Background: an optimization exercise with open tools, aiming at small area and a short achievable clock period. Do not read the settings as production practice.
RTL that was checked went through simulation tests only; none was proved equivalent to the original.

== the previous run ==
Design top_level, start of the top module:
module top_level(f1,f2,p,in_1,in_2,out,clk,clk2);
input [7:0]in_1, in_2;
input clk;
input clk2;
input [15:0]p;   
input [15:0]f1,f2;  
output [15:0]out;
wire       nz1_d, nz2_d;
wire [2:0] k1_d, k2_d;
wire [6:0] xf1_d, xf2_d;
convert cv1 (.int8(in_1), .nz(nz1_d), .k(k1_d), .xf(xf1_d));
convert cv2 (.int8(in_2), .nz(nz2_d), .k(k2_d), .xf(xf2_d));
reg        nz1, nz2, s1, s2;
reg  [2:0] k1, k2;
reg  [4:0] be1, be2;
reg  [6:0] xf1, xf2;
reg  [9:0] bm1, bm2;
always @(posedge clk) begin
  nz1 <= nz1_d;  nz2 <= nz2_d;
  k1  <= k1_d;   k2  <= k2_d;
  xf1 <= xf1_d;  xf2 <= xf2_d;
  s1  <= f1[15]; s2  <= f2[15];
  be1 <= f1[14:10]; be2 <= f2[14:10];
  bm1 <= f1[9:0]; bm2 <= f2[9:0];
end
wire [18:7] P1_d, P2_d;
mult mu1 (.xf(xf1), .bm(bm1), .P(P1_d));
mult mu2 (.xf(xf2), .bm(bm2), .P(P2_d));
reg [18:7] P1, P2;
reg [4:0]  e1, e2;
reg        z1, z2, t1, t2;
always @(posedge clk) begin
  P1 <= P1_d;  P2 <= P2_d;
  e1 <= be1 + {2'b00, k1};
  e2 <= be2 + {2'b00, k2};
  z1 <= nz1;   z2 <= nz2;
  t1 <= s1;    t2 <= s2;
end
wire [15:0] m1, m2;
mult_norm mn1 (.nz(z1), .s(t1), .e0(e1), .P(P1), .C(m1));
mult_norm mn2 (.nz(z2), .s(t2), .e0(e2), .P(P2), .C(m2));
wire [14:0] sR_d;
wire [4:0]  sLe_d;
wire        sLs_d, sbz_d;
shift_adder sa1 (.A(m1), .B(m2), .R(sR_d), .Le(sLe_d), .Ls(sLs_d), .bz(sbz_d));
reg [14:0] sR;
reg [4:0]  sLe;
reg        sLs, sbz;
always @(posedge clk) begin
  sR  <= sR_d;
  sLe <= sLe_d;
  sLs <= sLs_d;
  sbz <= sbz_d;
end
wire [15:0] S_sum;
normalize no1 (.R(sR), .Le(sLe), .Ls(sLs), .bz(sbz), .Z(S_sum));
wire [15:0] Y;
mux mx (.in1(out), .in2(p), .sel(clk2), .out(Y));
wire ge_p, ge_o;
compare_adder #(.W(15)) cpp (.A(S_sum[14:0]), .B(p[14:0]),   .ge(ge_p));
compare_adder #(.W(15)) cpo (.A(S_sum[14:0]), .B(out[14:0]), .ge(ge_o));
reg [15:0] aA, aB;
reg        age;
always @(posedge clk) begin
  aA  <= S_sum;
  aB  <= Y;
  age <= clk2 ? ge_p : ge_o;
end
wire [15:0] far_d, near_r;
wire        near_d;
acc_far  af (.A(aA), .B(aB), .ge(age), .Z(far_d));
acc_near an (.A(aA), .B(aB), .ge(age), .Z(near_r), .near(near_d));
wire bz_d = (aA == 16'h0000) & (aB == 16'h0000);
reg [15:0] rfar, rnear;
reg        selF, selN;
  ...
clock: 13.5 ns
lec_check: 0
abc_area: 1
cap_margin: 20
core_margin: 2
core_utilization: 65
place_density: 0.75
slew_margin: 20
standard.sh (not shown) runs the stock make flow with config.mk's settings and CLKGATE_MAP_FILE= SYNTH_SCRIPT=/design/flow/synth_recipe.tcl, a recipe that flattens the netlist after the stock synthesis.
==> flow/flow/run.sh <==
#!/bin/bash
set -euo pipefail
bash standard.sh synth > synth.log 2>&1
bash standard.sh SETUP_SLACK_MARGIN=9 TNS_END_PERCENT=0 "BUFFER_PORTS_ARGS=-buffer_cell sky130_fd_sc_hd__buf_2" finish > layout.log 2>&1
> inputs changed (the previous run -> the current run)
- CORE_UTILIZATION: 65 -> 40
- PLACE_DENSITY: 0.75 -> unset
## What came out
The current run | stages: all done | timing, DRC, antenna: all pass. Cmp the current run vs the previous run: number of antenna violations at the first check in global routing higher in the current run. Diff the current run..the previous run | parity-gate share of the synthesized area counting xor and xnor cells | unchanged. [compare] base=the previous run new=the current run: number of cells on the worst reg-to-reg path +3, total number of cells along the worst setup path +20, wire length per cell after detailed routing -about 6%, non-filler instance count after layout +235, post-placement cell area +about 1.5%. The previous run → the current run: cell area picked up an extra 2.0%; worst-case setup margin in the final layout lost 0.091 ns.
No run of this note included a check of the RTL's function; only the layout flow was run.

* * *

build 73:
Another version of the RTL of top_level (not shown whole).
Size: ~2,800 cells after synthesis, about 190 flip-flops, ~82 I/O pins.
==> flow/config.mk <==
export PLATFORM = sky130hd
export DESIGN_NAME = top_level
export DESIGN_NICKNAME = top_level
export VERILOG_FILES = /design/flow/design.v
export SDC_FILE = /design/flow/constraint.sdc
export NUM_CORES = 4
export LEC_CHECK = 0
export ABC_AREA = 1
export CAP_MARGIN = 20
export CORE_MARGIN = 2
export CORE_UTILIZATION = 65
export PLACE_DENSITY = 0.75
export SLEW_MARGIN = 20
==> flow/constraint.sdc <==
create_clock -name core_clock -period 13.5 [get_ports {clk}]
set_input_delay 2.7000 -clock core_clock [delete_from_list [all_inputs] [get_ports {clk}]]
set_output_delay 2.7000 -clock core_clock [all_outputs]
set_load 0.01 [all_outputs]
==> flow/flow/run.sh <==
#!/bin/bash
# Own layout flow: the standard flow's synthesis script and layout, with these changes
# in how the layout is made:
#  - synthesis leaves the arithmetic to ABC instead of first mapping full
#    and half adders to fixed adder cells (ADDER_MAP_FILE empty); the
#    registers, their names and cell types are the same as the standard
#    synthesis gives;
#  - the port buffers are buf_2 cells instead of the resizer's default pick;
set -euo pipefail
bash standard.sh ADDER_MAP_FILE= synth > synth.log 2>&1
bash standard.sh ADDER_MAP_FILE= SETUP_SLACK_MARGIN=9.7 TNS_END_PERCENT=0 "BUFFER_PORTS_ARGS=-buffer_cell sky130_fd_sc_hd__buf_2" finish > layout.log 2>&1
Build 73 ran to completion and came out clean on the timing, DRC and antenna checks.
Modified inputs, build 53 compared to build 73
--- a/flow/flow/run.sh
+++ b/flow/flow/run.sh
@@ -11 +11 @@
-bash standard.sh ADDER_MAP_FILE= SETUP_SLACK_MARGIN=9.7 TNS_END_PERCENT=0 "BUFFER_PORTS_ARGS=-buffer_cell sky130_fd_sc_hd__buf_2" finish > layout.log 2>&1
+bash standard.sh ADDER_MAP_FILE= SETUP_SLACK_MARGIN=9.6 TNS_END_PERCENT=0 "BUFFER_PORTS_ARGS=-buffer_cell sky130_fd_sc_hd__buf_2" finish > layout.log 2>&1
==> comparison <==
Build 53: global-route usage lower than build 73. Build 53 vs build 73 — achievable clock frequency climbed by a few percent. Sort build 53 and build 73 by via count desc -> top: build 73. Multi-input logic area is higher on build 73. Diff build 73..build 53 | final number of hold-violating endpoints | unchanged. Via count of the first global-routing pass: lower on build 53. [build 53] hold slack rose 0.038 ns relative to build 73. Diff build 53..build 73 | storage element area | negligible. Comparing build 53 and build 73, setup slack after layout is lower on build 73.
For build 40, these inputs were changed with respect to build 53:
# build 53
export LEC_CHECK = 0
export ABC_AREA = 1
export CAP_MARGIN = 20
export CORE_MARGIN = 2
export CORE_UTILIZATION = 65
export PLACE_DENSITY = 0.75
export SLEW_MARGIN = 20
create_clock -name core_clock -period 13.5 [get_ports {clk}]
# build 40
export LEC_CHECK = 0
export ABC_AREA = 1
export CAP_MARGIN = 20
export CORE_MARGIN = 2
export CORE_UTILIZATION = 70
export PLACE_DENSITY = 0.8
export SLEW_MARGIN = 20
create_clock -name core_clock -period 13.5 [get_ports {clk}]
### Flow results
- Higher remaining max-slew budget at the tightest pin among build 53 and build 40: build 53
- Compared with build 53, the router placed more vias in build 40.
- Build 40 ends up with lower die area than build 53 does.
- Total area of multi-input combinational cells: build 40 vs build 53 — no meaningful difference
- Build 40 -> build 53: number of instances in the synthesized netlist delta 0, exact match
- Per the comparison of build 40 with build 53, number of resized instances in the post-cts repair step went down by about 17%; layout overhead on the synthesized area went down by 0.44 points.
- In build 40 the post-route clock period utilization turned out 0.61 points higher than in build 53.

==> separate check: timing with driven ports <==
No port has a modelled driver above. Below, the same layouts with a new extraction and two added sets of constraints. Step 1 assumes that a clkbuf_16 drives the clock port and a buf_2 every other input. Step 2, shift: input delay + t, output delay - t, t = (earliest + latest rising clock arrival at the registers) / 2. This alone moves slack from input paths to output paths. Slacks: no drivers / after step 1 / after step 2; pairs: no drivers / after step 1.
run | t (ns) | setup WS [ns] | worst setup path at the end | worst data-port slew with drivers (ns)
the previous run | 0.503 | 8.952 / 8.902 / 8.958 | register to register | 0.04
the current run | 0.532 | 8.861 / 8.811 / 8.861 | register to register | 0.04
build 73 | 0.490 | 9.257 / 9.257 / 9.027 | input to register | 0.05
build 53 | 0.486 | 9.435 / 9.435 / 8.994 | input to register | 0.04
build 40 | 0.493 | 9.352 / 9.352 / 9.227 | input to register | 0.04
After both steps setup and hold are still met in every run listed. The setup slack of build 53, which loses most, moves by 0.000 ns with the drivers and by -0.441 ns with both steps.
